From an optimization exercise on the open Yosys and OpenROAD flow, aimed at small area, a short achievable clock period and few clock cycles per item; shortcuts taken in it are not production practice.

==> trial 95: inputs <==
## circ
module circ(clk, reset, pushin, Xin, Rin, pushout, Yout);
  input clk, reset, pushin;
  input [23:0] Xin, Rin;
  output pushout;
  output [23:0] Yout;
  reg [4:0] v;
  always @(posedge clk or posedge reset)
    if (reset) v <= 0;
    else v <= {v[3:0], pushin};
  assign pushout = v[4];
  reg [23:0] X, Rn;
  always @(posedge clk) begin X <= Xin; Rn <= ~Rin; end
  wire p1 = ~Rn[0];
  wire p2 = ~X[0];
  wire p3 = ~(Rn[0] | Rn[1]);
  wire p4 = ~(X[0] & X[1]);
  wire p5 = ~Rn[1];
  wire p6 = ~X[1];
  wire p7 = ~(Rn[0] | Rn[2]);
  wire p8 = ~(X[0] & X[2]);
  wire p9 = ~(Rn[0] | Rn[3]);
  wire p10 = ~(X[0] & X[3]);
  wire p11 = ~(Rn[1] | Rn[2]);
  wire p12 = ~(X[1] & X[2]);
  wire p13 = ~Rn[2];
  wire p14 = ~X[2];
  wire p15 = ~(Rn[0] | Rn[4]);
  wire p16 = ~(X[0] & X[4]);
  wire p17 = ~(Rn[1] | Rn[3]);
  wire p18 = ~(X[1] & X[3]);
  wire p19 = ~(Rn[0] | Rn[5]);
  wire p20 = ~(X[0] & X[5]);
  wire p21 = ~(Rn[1] | Rn[4]);
  wire p22 = ~(X[1] & X[4]);
  wire p23 = ~(Rn[2] | Rn[3]);
  wire p24 = ~(X[2] & X[3]);
  wire p25 = ~Rn[3];
  wire p26 = ~X[3];
  wire p27 = ~(Rn[0] | Rn[6]);
  wire p28 = ~(X[0] & X[6]);
  wire p29 = ~(Rn[1] | Rn[5]);
  wire p30 = ~(X[1] & X[5]);
  wire p31 = ~(Rn[2] | Rn[4]);
  wire p32 = ~(X[2] & X[4]);
  wire p33 = ~(Rn[0] | Rn[7]);
  wire p34 = ~(X[0] & X[7]);
  wire p35 = ~(Rn[1] | Rn[6]);
  wire p36 = ~(X[1] & X[6]);
  ...
==> flow/config.mk <==
export PLATFORM = sky130hd
export DESIGN_NAME = circ
export DESIGN_NICKNAME = circ
export VERILOG_FILES = /design/flow/design.v
export SDC_FILE = /design/flow/constraint.sdc
export NUM_CORES = 4
export LEC_CHECK = 0
export ABC_AREA = 1
export CAP_MARGIN = 20
export CORE_MARGIN = 2
export CORE_UTILIZATION = 40
export SLEW_MARGIN = 20
export SYNTH_HIERARCHICAL = 1
export SYNTH_MINIMUM_KEEP_SIZE = 0
==> flow/constraint.sdc <==
create_clock -name core_clock -period 80.0 [get_ports {clk}]
set_input_delay 16.0000 -clock core_clock [delete_from_list [all_inputs] [get_ports {clk}]]
set_output_delay 16.0000 -clock core_clock [all_outputs]
set_load 0.01 [all_outputs]
run.sh (not shown) runs the stock make flow with config.mk's settings and CLKGATE_MAP_FILE= SYNTH_SCRIPT=/design/flow/synth_recipe.tcl, a recipe that flattens the netlist after the stock synthesis.
==> inputs of build 44, as changes to trial 95 <==
--- a/flow/design.v
+++ b/flow/design.v
@@ -1938,17 +1938,12 @@
   wire y1891 = h1858 ^ g1880;
   wire [8:0] df5 = {1'b0, y1891, y1890, y1889, y1888, y1887, y1886, y1885, y1884};
   wire s5 = g1882;
   wire [6:0] r5 = s5 ? df5[6:0] : t5[6:0];
   wire [5:0] q5 = {q4, s5};
-  reg [6:0] RR5;
-  reg [5:0] QQ5;
-  always @(posedge clk) begin RR5 <= r5; QQ5 <= q5; end
-  reg [35:0] DD5;
-  always @(posedge clk) DD5 <= dsum[35:0];
-  wire [8:0] t6 = {RR5, DD5[35:34]};
-  wire [8:0] T6 = {1'b0, QQ5, 2'b01};
+  wire [8:0] t6 = {r5, dsum[35:34]};
+  wire [8:0] T6 = {1'b0, q5, 2'b01};
   wire g1892 = t6[0] & ~T6[0];
   wire h1893 = t6[0] ^ ~T6[0];
   wire g1894 = t6[1] & ~T6[1];
   wire h1895 = t6[1] ^ ~T6[1];
   wire g1896 = t6[2] & ~T6[2];
@@ -2002,13 +1997,18 @@
   wire y1944 = h1907 ^ g1931;
   wire y1945 = h1909 ^ g1933;
   wire [9:0] df6 = {1'b0, y1945, y1944, y1943, y1942, y1941, y1940, y1939, y1938, y1937};
   wire s6 = g1935;
   wire [7:0] r6 = s6 ? df6[7:0] : t6[7:0];
-  wire [6:0] q6 = {QQ5, s6};
-  wire [9:0] t7 = {r6, DD5[33:32]};
-  wire [9:0] T7 = {1'b0, q6, 2'b01};
+  wire [6:0] q6 = {q5, s6};
+  reg [7:0] RR6;
+  reg [6:0] QQ6;
+  always @(posedge clk) begin RR6 <= r6; QQ6 <= q6; end
+  reg [33:0] DD6;
+  always @(posedge clk) DD6 <= dsum[33:0];
+  wire [9:0] t7 = {RR6, DD6[33:32]};
+  wire [9:0] T7 = {1'b0, QQ6, 2'b01};
   wire g1946 = t7[0] & ~T7[0];
   wire h1947 = t7[0] ^ ~T7[0];
   wire g1948 = t7[1] & ~T7[1];
   wire h1949 = t7[1] ^ ~T7[1];
   wire g1950 = t7[2] & ~T7[2];
@@ -2069,12 +2069,12 @@
   wire y2005 = h1963 ^ g1991;
   wire y2006 = h1965 ^ g1993;
   wire [10:0] df7 = {1'b0, y2006, y2005, y2004, y2003, y2002, y2001, y2000, y1999, y1998, y1997};
   wire s7 = g1995;
   wire [8:0] r7 = s7 ? df7[8:0] : t7[8:0];
-  wire [7:0] q7 = {q6, s7};
-  wire [10:0] t8 = {r7, DD5[31:30]};
+  wire [7:0] q7 = {QQ6, s7};
+  wire [10:0] t8 = {r7, DD6[31:30]};
   wire [10:0] T8 = {1'b0, q7, 2'b01};
   wire g2007 = t8[0] & ~T8[0];
   wire h2008 = t8[0] ^ ~T8[0];
   wire g2009 = t8[1] & ~T8[1];
   wire h2010 = t8[1] ^ ~T8[1];
@@ -2144,11 +2144,11 @@
   wire y2074 = h2028 ^ g2060;
   wire [11:0] df8 = {1'b0, y2074, y2073, y2072, y2071, y2070, y2069, y2068, y2067, y2066, y2065, y2064};
   wire s8 = g2062;
   wire [9:0] r8 = s8 ? df8[9:0] : t8[9:0];
   wire [8:0] q8 = {q7, s8};
-  wire [11:0] t9 = {r8, DD5[29:28]};
+  wire [11:0] t9 = {r8, DD6[29:28]};
   wire [11:0] T9 = {1'b0, q8, 2'b01};
   wire g2075 = t9[0] & ~T9[0];
   wire h2076 = t9[0] ^ ~T9[0];
   wire g2077 = t9[1] & ~T9[1];
   wire h2078 = t9[1] ^ ~T9[1];
@@ -2227,11 +2227,11 @@
   wire y2151 = h2098 ^ g2136;
   wire [12:0] df9 = {1'b0, y2151, y2150, y2149, y2148, y2147, y2146, y2145, y2144, y2143, y2142, y2141, y2140};
   wire s9 = g2138;
   wire [10:0] r9 = s9 ? df9[10:0] : t9[10:0];
   wire [9:0] q9 = {q8, s9};
-  wire [12:0] t10 = {r9, DD5[27:26]};
+  wire [12:0] t10 = {r9, DD6[27:26]};
   wire [12:0] T10 = {1'b0, q9, 2'b01};
   wire g2152 = t10[0] & ~T10[0];
   wire h2153 = t10[0] ^ ~T10[0];
   wire g2154 = t10[1] & ~T10[1];
   wire h2155 = t10[1] ^ ~T10[1];
@@ -2317,11 +2317,11 @@
   wire y2235 = h2177 ^ g2219;
   wire [13:0] df10 = {1'b0, y2235, y2234, y2233, y2232, y2231, y2230, y2229, y2228, y2227, y2226, y2225, y2224, y2223};
   wire s10 = g2221;
   wire [11:0] r10 = s10 ? df10[11:0] : t10[11:0];
   wire [10:0] q10 = {q9, s10};
-  wire [13:0] t11 = {r10, DD5[25:24]};
+  wire [13:0] t11 = {r10, DD6[25:24]};
   wire [13:0] T11 = {1'b0, q10, 2'b01};
   wire g2236 = t11[0] & ~T11[0];
   wire h2237 = t11[0] ^ ~T11[0];
   wire g2238 = t11[1] & ~T11[1];
   wire h2239 = t11[1] ^ ~T11[1];
@@ -2416,11 +2416,11 @@
   wire y2328 = h2263 ^ g2311;
   wire [14:0] df11 = {1'b0, y2328, y2327, y2326, y2325, y2324, y2323, y2322, y2321, y2320, y2319, y2318, y2317, y2316, y2315};
   wire s11 = g2313;
   wire [12:0] r11 = s11 ? df11[12:0] : t11[12:0];
   wire [11:0] q11 = {q10, s11};
-  wire [14:0] t12 = {r11, DD5[23:22]};
+  wire [14:0] t12 = {r11, DD6[23:22]};
   wire [14:0] T12 = {1'b0, q11, 2'b01};
   wire g2329 = t12[0] & ~T12[0];
   wire h2330 = t12[0] ^ ~T12[0];
   wire g2331 = t12[1] & ~T12[1];
   wire h2332 = t12[1] ^ ~T12[1];
@@ -2524,17 +2524,12 @@
   wire y2430 = h2358 ^ g2412;
   wire [15:0] df12 = {1'b0, y2430, y2429, y2428, y2427, y2426, y2425, y2424, y2423, y2422, y2421, y2420, y2419, y2418, y2417, y2416};
   wire s12 = g2414;
   wire [13:0] r12 = s12 ? df12[13:0] : t12[13:0];
   wire [12:0] q12 = {q11, s12};
-  reg [13:0] RR12;
-  reg [12:0] QQ12;
-  always @(posedge clk) begin RR12 <= r12; QQ12 <= q12; end
-  reg [21:0] DD12;
-  always @(posedge clk) DD12 <= DD5[21:0];
-  wire [15:0] t13 = {RR12, DD12[21:20]};
-  wire [15:0] T13 = {1'b0, QQ12, 2'b01};
+  wire [15:0] t13 = {r12, DD6[21:20]};
+  wire [15:0] T13 = {1'b0, q12, 2'b01};
   wire g2431 = t13[0] & ~T13[0];
   wire h2432 = t13[0] ^ ~T13[0];
   wire g2433 = t13[1] & ~T13[1];
   wire h2434 = t13[1] ^ ~T13[1];
   wire g2435 = t13[2] & ~T13[2];
@@ -2647,13 +2642,18 @@
   wire y2542 = h2460 ^ g2522;
   wire y2543 = h2462 ^ g2524;
   wire [16:0] df13 = {1'b0, y2543, y2542, y2541, y2540, y2539, y2538, y2537, y2536, y2535, y2534, y2533, y2532, y2531, y2530, y2529, y2528};
   wire s13 = g2526;
   wire [14:0] r13 = s13 ? df13[14:0] : t13[14:0];
-  wire [13:0] q13 = {QQ12, s13};
-  wire [16:0] t14 = {r13, DD12[19:18]};
-  wire [16:0] T14 = {1'b0, q13, 2'b01};
+  wire [13:0] q13 = {q12, s13};
+  reg [14:0] RR13;
+  reg [13:0] QQ13;
+  always @(posedge clk) begin RR13 <= r13; QQ13 <= q13; end
+  reg [19:0] DD13;
+  always @(posedge clk) DD13 <= DD6[19:0];
+  wire [16:0] t14 = {RR13, DD13[19:18]};
+  wire [16:0] T14 = {1'b0, QQ13, 2'b01};
   wire g2544 = t14[0] & ~T14[0];
   wire h2545 = t14[0] ^ ~T14[0];
   wire g2546 = t14[1] & ~T14[1];
   wire h2547 = t14[1] ^ ~T14[1];
   wire g2548 = t14[2] & ~T14[2];
@@ -2771,12 +2771,12 @@
   wire y2660 = h2575 ^ g2639;
   wire y2661 = h2577 ^ g2641;
   wire [17:0] df14 = {1'b0, y2661, y2660, y2659, y2658, y2657, y2656, y2655, y2654, y2653, y2652, y2651, y2650, y2649, y2648, y2647, y2646, y2645};
   wire s14 = g2643;
   wire [15:0] r14 = s14 ? df14[15:0] : t14[15:0];
-  wire [14:0] q14 = {q13, s14};
-  wire [17:0] t15 = {r14, DD12[17:16]};
+  wire [14:0] q14 = {QQ13, s14};
+  wire [17:0] t15 = {r14, DD13[17:16]};
   wire [17:0] T15 = {1'b0, q14, 2'b01};
   wire g2662 = t15[0] & ~T15[0];
   wire h2663 = t15[0] ^ ~T15[0];
   wire g2664 = t15[1] & ~T15[1];
   wire h2665 = t15[1] ^ ~T15[1];
@@ -2903,11 +2903,11 @@
   wire y2786 = h2697 ^ g2765;
   wire [18:0] df15 = {1'b0, y2786, y2785, y2784, y2783, y2782, y2781, y2780, y2779, y2778, y2777, y2776, y2775, y2774, y2773, y2772, y2771, y2770, y2769};
   wire s15 = g2767;
   wire [16:0] r15 = s15 ? df15[16:0] : t15[16:0];
   wire [15:0] q15 = {q14, s15};
-  wire [18:0] t16 = {r15, DD12[15:14]};
+  wire [18:0] t16 = {r15, DD13[15:14]};
   wire [18:0] T16 = {1'b0, q15, 2'b01};
   wire g2787 = t16[0] & ~T16[0];
   wire h2788 = t16[0] ^ ~T16[0];
   wire g2789 = t16[1] & ~T16[1];
   wire h2790 = t16[1] ^ ~T16[1];
@@ -3041,11 +3041,11 @@
   wire y2918 = h2824 ^ g2896;
   wire [19:0] df16 = {1'b0, y2918, y2917, y2916, y2915, y2914, y2913, y2912, y2911, y2910, y2909, y2908, y2907, y2906, y2905, y2904, y2903, y2902, y2901, y2900};
   wire s16 = g2898;
   wire [17:0] r16 = s16 ? df16[17:0] : t16[17:0];
   wire [16:0] q16 = {q15, s16};
-  wire [19:0] t17 = {r16, DD12[13:12]};
+  wire [19:0] t17 = {r16, DD13[13:12]};
   wire [19:0] T17 = {1'b0, q16, 2'b01};
   wire g2919 = t17[0] & ~T17[0];
   wire h2920 = t17[0] ^ ~T17[0];
   wire g2921 = t17[1] & ~T17[1];
   wire h2922 = t17[1] ^ ~T17[1];
@@ -3188,11 +3188,11 @@
   wire y3059 = h2958 ^ g3036;
   wire [20:0] df17 = {1'b0, y3059, y3058, y3057, y3056, y3055, y3054, y3053, y3052, y3051, y3050, y3049, y3048, y3047, y3046, y3045, y3044, y3043, y3042, y3041, y3040};
   wire s17 = g3038;
   wire [18:0] r17 = s17 ? df17[18:0] : t17[18:0];
   wire [17:0] q17 = {q16, s17};
-  wire [20:0] t18 = {r17, DD12[11:10]};
+  wire [20:0] t18 = {r17, DD13[11:10]};
   wire [20:0] T18 = {1'b0, q17, 2'b01};
   wire g3060 = t18[0] & ~T18[0];
   wire h3061 = t18[0] ^ ~T18[0];
   wire g3062 = t18[1] & ~T18[1];
   wire h3063 = t18[1] ^ ~T18[1];
@@ -3346,11 +3346,11 @@
   wire [18:0] q18 = {q17, s18};
   reg [19:0] RR18;
   reg [18:0] QQ18;
   always @(posedge clk) begin RR18 <= r18; QQ18 <= q18; end
   reg [9:0] DD18;
-  always @(posedge clk) DD18 <= DD12[9:0];
+  always @(posedge clk) DD18 <= DD13[9:0];
   wire [21:0] t19 = {RR18, DD18[9:8]};
   wire [21:0] T19 = {1'b0, QQ18, 2'b01};
   wire g3208 = t19[0] & ~T19[0];
   wire h3209 = t19[0] ^ ~T19[0];
   wire g3210 = t19[1] & ~T19[1];
==> comparison <==
- Against build 44, the cell area of trial 95 is larger by 0.27%.
- Against trial 95, the clock-buffer cell count of build 44 is lower by 1.
- Against trial 95, the core utilization of build 44 is lower by 0.050 points.
- In trial 95 the global-route usage is higher than in build 44, by 0.54 points.
- Of build 44 and trial 95, trial 95 has the higher first-iteration DRC count (gap about 18%, measured against trial 95).
- In build 44 the clock skew is lower than in trial 95, by 0.011 ns.
- Of trial 95 and build 44, build 44 has the higher via count (gap about 0.44%, measured against build 44).
- Of trial 95 and build 44, build 44 has the higher maximum frequency (gap 0.20%, measured against build 44).
- Area after synthesis: trial 95 is larger than build 44 (0.28%).
- In build 44 the cell count is larger than in trial 95, by 0.46%.
==> figures <==
|  | build 44 | trial 95 |
|---|---|---|
| Final worst path period share | 21.8% | 21.9% |
| Wire length of the first global-routing pass | 151,000 µm | 154,000 µm |
| Fmax | 57.3 MHz | 57.2 MHz |
| Non-clock buffer instance count of the final layout | 124 | 126 |
| M3 GR Usage | 2.64% | 3.24% |
| Fraction of area in multi-input gates | 73.5% | 73.3% |
| Met3 WL | 4750 µm | 5640 µm |
| Area fraction in compound gates after synthesis | 9.11% | 9.25% |
| CP startpoint | Y[15] | v[4] |
| Final cell utilization of the core | 43.6% | 43.7% |
| Endpoint of the worst setup timing path | Yout[15] | pushout |
| Syn Nets | 5,295 | 5,265 |
| Synthesized-area fraction occupied by adder cells | 45.0% | 44.8% |
| Outcome | finished clean | finished clean |
| Drt total wl | 92,800 µm | 95,000 µm |
| Arrival time at the worst endpoint | 1.45 ns | 1.49 ns |
| Sum of routed wire segments on met1 | 39,000 µm | 41,000 µm |
| Mapped Avg Cell Area | 8.21 µm² | 8.29 µm² |
| Worst reg2reg path depth | 63 | 67 |
| Clock latency (worst-skew pair) | 0.61 ns | 0.64 ns |
| Largest net degree at the start of global routing | 38 | 39 |
Function was not checked in any run of this note: the RTL went through the layout flow alone.

==> what the ideal ports hide <==
How much do the figures lean on ideal ports? The routed layouts below were timed once more, with nothing changed but the port constraints.
Step 1: set_driving_cell puts a clkbuf_16 on clk and a buf_2 on each other input, an assumption about the parent block.
Step 2 also shifts input and output timing later by t, the mid clock arrival at the registers, as if the neighbouring blocks saw the same clock.
Three values: no drivers, after step 1, after step 2; two values: the first two.
run | t (ns) | slack for setup (ns) | clock arrival spread, ns
trial 95 | 0.692 | 62.514 / 62.444 / 63.136 | 0.037 / 0.037
build 44 | 0.667 | 62.550 / 62.484 / 63.152 | 0.026 / 0.025
After both steps every run listed still meets setup and hold.
